This design comes from an exercise in tuning for small area, a short achievable clock period and few clock cycles per item on the open sky130 flow, not from production work. In this exercise RTL edits were held to simulation tests only and were not proved equivalent to the original.

<file path="design/flow/constraint.sdc">
create_clock -name core_clock -period 8.0 [get_ports {clock}]
set_input_delay 1.6000 -clock core_clock [delete_from_list [all_inputs] [get_ports {clock}]]
set_output_delay 1.6000 -clock core_clock [all_outputs]
set_load 0.01 [all_outputs]
</file>
<file path="design/flow/config.mk">
export PLATFORM = sky130hd
export DESIGN_NAME = MDU
export DESIGN_NICKNAME = MDU
export VERILOG_FILES = /design/flow/design.v
export SDC_FILE = /design/flow/constraint.sdc
export NUM_CORES = 4
export LEC_CHECK = 0
export CAP_MARGIN = 20
export CORE_MARGIN = 2
export CORE_UTILIZATION = 40
export SETUP_SLACK_MARGIN = 0.5
export SLEW_MARGIN = 20
</file>
<file path="design/flow/run.sh">
#!/bin/bash
# synth_recipe.tcl (not shown) runs the flow's synth.tcl, then flattens the netlist and writes it again
# the make line also repeats each setting of config.mk as NAME=value (left out here)
make -C /OpenROAD-flow-scripts/flow DESIGN_CONFIG=/design/flow/config.mk WORK_HOME=/design/flow/orfs CLKGATE_MAP_FILE= SYNTH_SCRIPT=/design/flow/synth_recipe.tcl finish
</file>
<file path="design/flow/design.v">
module MDU(
  input         clock,
  input         reset,
  input  [3:0]  io_mdu_op,
  input         io_rv64,
  input  [63:0] io_src1,
  input  [63:0] io_src2,
  output        io_result_ok,
  output [63:0] io_result,
  input         io_is_lsu,
  input         io_lsu_ok
);
  localparam K   = 8;           
  localparam NCH = 64 / K;      
  localparam CW  = 3;           
  localparam W   = 64 + K;      
  localparam DW  = 68;          
  wire op_mul   = io_mdu_op == 4'h1;
  wire op_mulh  = io_mdu_op == 4'h2 | io_mdu_op == 4'h3 | io_mdu_op == 4'h4;
  wire op_div   = io_mdu_op == 4'h5 | io_mdu_op == 4'h6 | io_mdu_op == 4'h7 | io_mdu_op == 4'h8;
  wire op_valid = op_mul | op_mulh | op_div;
  wire div_sgn  = io_mdu_op == 4'h5 | io_mdu_op == 4'h7;
  wire div_rem  = io_mdu_op == 4'h7 | io_mdu_op == 4'h8;
  wire a_sgn    = div_sgn | io_mdu_op == 4'h2 | io_mdu_op == 4'h3;   
  wire b_sgn    = div_sgn | io_mdu_op == 4'h2;                       
  reg          busy;       
  reg          algn;       
  reg          fin;        
  reg          negc;       
  reg          done;       
  reg          first;      
  reg          lsu_seen;
  reg  [6:0]   cnt;        
  reg  [NCH-1:0] sel;      
  reg  [63:0]  X;          
  reg  [DW-1:0] Y;         
  reg  [W-1:0] S, C;       
  reg          z;          
  reg  [6:0]   blA, blB;   
  reg          dz;         
  reg          o_mul, o_mulh, o_div, o_rem, o_neg, o_w;
  wire idle     = ~busy & ~algn & ~fin & ~negc & ~done;
  wire start    = idle & op_valid;
  wire early;             
  wire rok      = done | early;
  wire complete = rok & (~io_is_lsu | lsu_seen | io_lsu_ok);
  wire [63:0] xa = (io_rv64 & op_div) ? {{32{div_sgn & io_src1[31]}}, io_src1[31:0]} : io_src1;
  wire [63:0] yb = io_rv64 ? {{32{(div_sgn | op_mul) & io_src2[31]}}, io_src2[31:0]} : io_src2;
  wire        sA = a_sgn & xa[63];
  wire        sB = b_sgn & yb[63];
  wire [63:0] absX = sA ? -xa : xa;
  wire [63:0] absY = sB ? -yb : yb;
  wire [NCH:0] fits;
  genvar g;
  generate
    for (g = 1; g < NCH; g = g + 1) begin : g_fit
      assign fits[g] = &yb[63:K*g-1] | ~|yb[63:K*g-1];
    end
  endgenerate
  assign fits[0] = 1'b0;
  assign fits[NCH] = 1'b1;
  reg  [CW-1:0] top_chunk;
  integer j;
  always @(*) begin
    top_chunk = NCH - 1;
    for (j = NCH - 1; j >= 1; j = j - 1)
      if (fits[j]) top_chunk = j - 1;
  end
  wire [63:0] ia = xa ^ {64{sA}};
  wire [63:0] ib = yb ^ {64{sB}};
  reg  [6:0]  bla0, blb0;
  integer m;
  always @(*) begin
    bla0 = 7'd0; blb0 = 7'd0;
    for (m = 0; m < 64; m = m + 1) begin
      if (ia[m]) bla0 = m + 1;
      if (ib[m]) blb0 = m + 1;
    end
  end
  wire [6:0]  bla_n   = bla0 + {6'd0, sA};
  wire        divzero = ~|yb;
  wire        neg_st  = op_div ? (div_rem ? sA : (sA ^ sB) & ~divzero) : op_mulh & (sA ^ sB);
  wire [K:0]    lo_sum = {1'b0, S[K-1:0]} + {1'b0, C[K-1:0]};
  wire          c_low  = lo_sum[K];
  wire          lo_zero = ~|lo_sum[K-1:0];
  reg  [K-1:0]  chunk;
  integer h;
  always @(*) begin
    chunk = {K{1'b0}};
    for (h = 0; h < NCH; h = h + 1)
      chunk = chunk | (Y[h*K +: K] & {K{sel[h]}});
  end
  wire          negtop = first;    
  wire [W-1:0]  accS = o_mul ? {S[W-1-K:0], {K{1'b0}}} : {{K{1'b0}}, S[W-1:K]};
  wire [W-1:0]  accC = o_mul ? {C[W-1-K:0], negtop & chunk[K-1], {(K-1){1'b0}}}
                             : {{K{1'b0}}, C[W-1:K]};
  wire [W-1:0]  xr   = {{(W-64){1'b0}}, X};
  wire [W-1:0]  rows [0:K-1];
  generate
    for (g = 0; g < K; g = g + 1) begin : g_row
      if (g == K - 1)
        assign rows[g] = ((xr ^ {W{negtop}}) & {W{chunk[g]}}) << g;
      else if (g == 1)
        assign rows[g] = ((xr & {W{chunk[g]}}) << g) | {{(W-1){1'b0}}, ~o_mul & c_low};
      else
        assign rows[g] = (xr & {W{chunk[g]}}) << g;
    end
  endgenerate
  function [2*W-1:0] csa(input [W-1:0] a, input [W-1:0] b, input [W-1:0] c);
    csa = {((a & b) | (a & c) | (b & c)) << 1, a ^ b ^ c};
  endfunction
  wire [2*W-1:0] l1a = csa(accS, accC, rows[0]);
  wire [2*W-1:0] l1b = csa(rows[1], rows[2], rows[3]);
  wire [2*W-1:0] l1c = csa(rows[4], rows[5], rows[6]);
  wire [2*W-1:0] l2a = csa(l1a[W-1:0], l1a[2*W-1:W], l1b[W-1:0]);
  wire [2*W-1:0] l2b = csa(l1b[2*W-1:W], l1c[W-1:0], l1c[2*W-1:W]);
  wire [2*W-1:0] l3a = csa(l2a[W-1:0], l2a[2*W-1:W], l2b[W-1:0]);
  wire [2*W-1:0] l4a = csa(l3a[W-1:0], l3a[2*W-1:W], l2b[2*W-1:W]);
  wire [2*W-1:0] l5a = csa(l4a[W-1:0], l4a[2*W-1:W], rows[K-1]);
  wire [W-1:0]   tS  = l5a[W-1:0];
  wire [W-1:0]   tC  = l5a[2*W-1:W];
  wire          dstep = busy & o_div;
  wire [63:0]   nv    = o_rem ? X : S[63:0];
  wire [DW-1:0] ap = dstep ? {{(DW-64){1'b0}}, X} :
                     negc  ? {{(DW-64){1'b0}}, ~nv} : S[DW-1:0];
  wire [DW-1:0] aq = dstep ? ~Y : fin ? C[DW-1:0] : {DW{1'b0}};
  wire          acin = dstep | (negc & (o_mulh ? z : 1'b1));
  wire [DW+1:0] asum2 = {1'b0, ap, 1'b1} + {1'b0, aq, acin};    
  wire [DW:0]   asum = asum2[DW+1:1];
  wire          q    = asum[DW];       
  wire mul_last = o_mul ? sel[0] : ~|sel;
  wire div_last = cnt == 7'd1;
  wire [6:0] sdiff = blA - blB;
  wire       noiter = dz | (blA < blB);    
  assign early = algn & noiter & ~(o_rem & o_neg);
  always @(posedge clock) begin
    if (reset) begin
      busy <= 1'b0;
      algn <= 1'b0;
      fin  <= 1'b0;
      negc <= 1'b0;
      done <= 1'b0;
      lsu_seen <= 1'b0;
    end else begin
      lsu_seen <= ~complete & (lsu_seen | io_lsu_ok);
      if (complete) done <= 1'b0;
      if (start) begin
        busy <= ~op_div;
        algn <= op_div;
      end
      if (algn) begin
        algn <= 1'b0;
        busy <= ~noiter;
        negc <= noiter & (o_rem ? o_neg : 1'b0);
        done <= early & ~complete;
      end
      if (busy & (o_div ? div_last : mul_last)) begin
        busy <= 1'b0;
        fin  <= ~o_div;
        negc <= o_div & o_neg;
        done <= o_div & ~o_neg;
      end
      if (fin) begin
        fin  <= 1'b0;
        negc <= o_neg;
        done <= ~o_neg;
      end
      if (negc) begin
        negc <= 1'b0;
        done <= 1'b1;
      end
    end
    if (start) begin
      o_mul  <= op_mul;
      o_mulh <= op_mulh;
      o_div  <= op_div;
      o_rem  <= div_rem;
      o_w    <= io_rv64;
      o_neg  <= neg_st;
      first  <= op_mul;
      z      <= 1'b1;
      X      <= absX;
      Y      <= {{(DW-64){1'b0}}, absY};
      S      <= {W{op_div & divzero}};
      C      <= {W{1'b0}};
      blA    <= bla_n;
      blB    <= blb0;
      dz     <= divzero;
      sel    <= op_mul ? ({{(NCH-1){1'b0}}, 1'b1} << top_chunk) : {{(NCH-1){1'b0}}, 1'b1};
    end
    if (algn) begin
      Y   <= Y << sdiff;
      cnt <= sdiff + 7'd1;
    end
    if (busy) begin
      first <= 1'b0;
      if (o_div) begin
        cnt <= cnt - 7'd1;
        if (q) X <= asum[63:0];
        Y <= Y >> 1;
        S <= {S[W-2:0], q};
      end else begin
        sel <= o_mul ? sel >> 1 : sel << 1;
        S <= tS;
        C <= tC;
        z <= z & lo_zero;
      end
    end
    if (fin | negc) begin
      S[63:0] <= asum[63:0];
      o_rem <= 1'b0;
    end
  end
  wire [63:0] res = o_rem ? X : S[63:0];
  assign io_result    = o_w ? {{32{res[31]}}, res[31:0]} : res;
  assign io_result_ok = rok;
endmodule
</file>
==> results.toml <==
[layout]
synthToLayoutAreaGrowth_pct = 8.24
drive_gt1_share_pct = 8.35
fill_cells = 12800
nNetsFinal = 6952
design_area_mm2 = 0.0556
register_area_mm2 = 0.00734
multi_input_area_mm2 = 0.0398

[yosys]
synth_nets = 7159
syn_avg_cell_area_um2 = 8.04
synth-edff-count = 92
ys_async_sr_fraction_pct = 0
ys_seq_area_share_pct = 14.3
ys_types = 116
synth_top_flop_cell = "dfxtp_1"
netlist_instances = 6387
synth_seq_cells = 320
synth_warnings = 1
synth.cell_area_mm2 = 0.0513

[clock_tree]
cts_tree = "yes"
cts_hold_buf = 0
cts_buffers = 42
cts.repair.resized = 0
clock_latency_ns = 0.60
clock_sinks = 320
clk_path_buf_depth = 3
clk_pin_slew_ns = 0.06
cts_setup_buffers = 0
root_buffer = "clkbuf_16"
htree_levels = 2

[floorplan]
die_h_um = 362
core_region_area_mm2 = 0.128
initial_utilization_pct = 40.3
die_x_um = 362
fp.dieArea_mm2 = 0.131
io_pins = 202
rows = 131

[sta]
setup_tns_ns = 0
tightest_slew_ns = 1.17
final-hold-violation-count = 0
clock_skew_ns = 0.0268
finalSetupViolCount = 0
slew_violations = 0
slew_headroom_pct = 21.4
rsz0062_at_grt = "false"
finalCriticalPeriod_ns = 6.43
fmax_mhz = 156
finalCritPeriodShare_pct = 80.4

[critical_path]
path_depth = 16
slowest_stage = "a22o_2"
required_ns = 8.42
crit_family = "compound AO/OA/AOI/OAI gates"
end_kind = "flip-flop"
worstSetupPathType = "reg -> reg"
critPathArrivalTime_ns = 6.85
startpoint_type = "flip-flop"
cpPeakStageDelay_ns = 0.84
crit_fanout = 63
path_buf_inv = 1
path_cells = "buf_4 > and2_4 > a211o_1 > o21a_1 > ha_1 > o21ai_0 > a2111oi_0 > o2111ai_1 > a21oi_1 > o21bai_1 > o22ai_1 > a221o_1 > a31o_1 > a21o_1 > a22o_2 > o21ai_0"
reg2reg_depth = 16
cpMostUsedCell = "o21ai_0"

[drt]
wl_per_cell_um = 27.3
met1Wirelength_mm = 91.1
routed_wl_mm = 215
vias = 48600
met2_length_mm = 89.0
top_layer_used = "met5"
avgViaCountPerCell = 6.17
wl_met3_mm = 23.6
drt_first_pass_iters = 6
ant_nets = 0
drc = 0
drt_iter0_drc = 6630

[placed_design]
hpwlAfterDp_mm = 166
routabilityCongestion = 1.00
placedInstanceArea_mm2 = 0.0541
io_buffers = 201

[min_path]
holdPathStages = 2
hp-class = "reg -> reg"

[global_routing]
grt_max_degree = 87
antenna_found_initial = 14
grt_pass1_vias = 46000
grt_usage_pct = 32.2
grt_pass1_wl_mm = 318
grt_remaining_overflow = 0

[status]
status = "complete, no violations"

[run]
cap_violations = 0
==> cell families (layout without fill, tap and decap cells) <==
logic type / after synthesis / in the layout / share of synthesized area (%)
adders and majority gates: 635 / 635 / 23.0
muxes: 443 / 443 / 10.4
xor gates and xnor gates: 263 / 263 / 4.49
other: 0 / 4 / 0
DFF: 320 / 320 / 14.3
buffers and inverters: 1132 / 959 / 8.65
and+or+nand+nor: 2017 / 2017 / 19.5
AOI/OAI and AO/OA: 1577 / 1577 / 19.7
==> state kept, by name, indices dropped and copies added (netlist names), 7 cells and up <==
signal,cells
blB,7
S,72
sel,8
blA,7
cnt,7
C,72
X,64
Y,68
==> cell usage in the layout (no fill, tap or decap), types with 32 or more instances in the layout <==
| cell type | Yosys | layout |
|---|---|---|
| a21o_1 | 120 | 120 |
| a21oi_1 | 410 | 409 |
| xor2_1 | 67 | 64 |
| inv_1 | 596 | 596 |
| nor2_1 | 438 | 435 |
| mux4_2 | 51 | 51 |
| o31ai_1 | 33 | 32 |
| and3_1 | 34 | 34 |
| a22oi_1 | 45 | 45 |
| clkbuf_16 | 0 | 46 |
| nor2b_1 | 45 | 43 |
| edfxtp_1 | 92 | 92 |
| nand3_1 | 89 | 89 |
| nand2_1 | 633 | 631 |
| nor3_1 | 81 | 81 |
| a221oi_1 | 42 | 42 |
| a31oi_1 | 62 | 62 |
| and2_1 | 478 | 476 |
| xnor2_1 | 196 | 190 |
| o211ai_1 | 74 | 74 |
| o21ai_0 | 391 | 390 |
| buf_4 | 7 | 75 |
| mux2i_1 | 194 | 193 |
| clkdlybuf4s50_1 | 0 | 200 |
| ha_1 | 120 | 119 |
| a211oi_1 | 116 | 116 |
| nand4_1 | 38 | 38 |
| o21a_1 | 49 | 49 |
| nor4_1 | 32 | 32 |
| dfxtp_1 | 228 | 224 |
| mux2_2 | 197 | 197 |
| fa_1 | 515 | 514 |
| or3_1 | 33 | 33 |
==> cell type report <==
type	count	share of cell area, %
Timing Repair Buffer	280	4.77
Clock buffer	58	2.28
Clock inverter	20	0.320
Tap cell	1662	3.74
Inverter	601	4.08
Antenna cell	4	0.0180
Sequential cell	320	13.2
Multi-Input combinational cell	4935	71.6
==> cells in the mapped netlist (all sizes together) (46+ instances only) <==
master  count  share of area, %
mux2i     194               3.8
mux4       51               2.2
clkbuf    411               3.0
and2      478               5.8
o21ai     415               4.1
a211oi    118               1.8
a31oi      64              0.82
nor3       84              0.87
ha        120               2.9
edfxtp     92               5.4
a21oi     432               4.4
fa        515                20
mux2      198               4.3
a22oi      46              0.70
o211ai     75               1.1
nand2     634               4.6
o21a       49              0.72
inv       600               4.4
dfxtp     228               8.9
nand3      90              0.89
a21o      120               1.8
buf       120               1.2
nor2      440               3.2
xor2       67               1.1
xnor2     196               3.3
==> stage by stage <==
stage	utilization (%)	instances	hold slack [ns]	worst slack (ns)
5_1_grt	43.6	7878	0.486	1.24
3_5_place_dp	42.4	7798	0.454	1.18
4_1_cts	43.6	7876	0.461	1.78
2_1_floorplan	-	6387	0.433	2.70
6_report	43.6	7880	0.464	1.57
3_3_place_gp	42.4	7798	0.447	1.20
==> worst paths after layout <==
kind | startpoint | to | slack [ns]
worst max-delay path | o_div$_DFFE_PP_ | X[14]$_DFF_P_ | 1.57
worst min-delay path | C[71]$_DFF_P_ | C[71]$_DFF_P_ | 0.46
worst max register to register | o_div$_DFFE_PP_ | X[14]$_DFF_P_ | 1.57
worst min register to register | C[71]$_DFF_P_ | C[71]$_DFF_P_ | 0.46
==> worst register-to-register path: cells and delay by family (launching register included) <==
family                     cells  cell delay (ns)
AOI/OAI and AO/OA             13             4.28
adders and majority gates      1             0.26
buffers and inverters          1             0.51
DFF                            1             0.48
and+or+nand+nor                1             0.75
==> layer usage <==
metal | vias to the layer above | track usage [%]
met5 | - | 0
met4 | 18 | 13.8
met3 | 460 | 6.87
met2 | 2865 | 46.4
met1 | 23900 | 46.3
li1 | 21300 | -
Testbench counts, summed over its fixed seeds: cycles 25,048, ops 2,400.

-- port drivers added, routing unchanged --
The results above use ideal ports. As a check the final layout listed here was re-extracted and re-timed, cells and wires unchanged. Step 1 (the two cells are an assumption about what drives the block):
set clk [get_ports {clock}]
set_driving_cell -lib_cell sky130_fd_sc_hd__clkbuf_16 $clk
set_driving_cell -lib_cell sky130_fd_sc_hd__buf_2 [delete_from_list [all_inputs] $clk]
Step 2, shift: input delay + t, output delay - t, t = (earliest + latest rising clock arrival at the registers) / 2. This alone moves slack from input paths to output paths. Three values: ideal, step 1, step 2; two values: the first two.
t (ns): 0.652
setup WS [ns]: 1.570 / 1.570 / 1.090
latest minus earliest clock arrival (ns): 0.027 / 0.026
After both steps setup and hold are still met in this run. For this run, drivers alone change the setup slack by 0.000 ns; drivers and shift together by -0.480 ns.
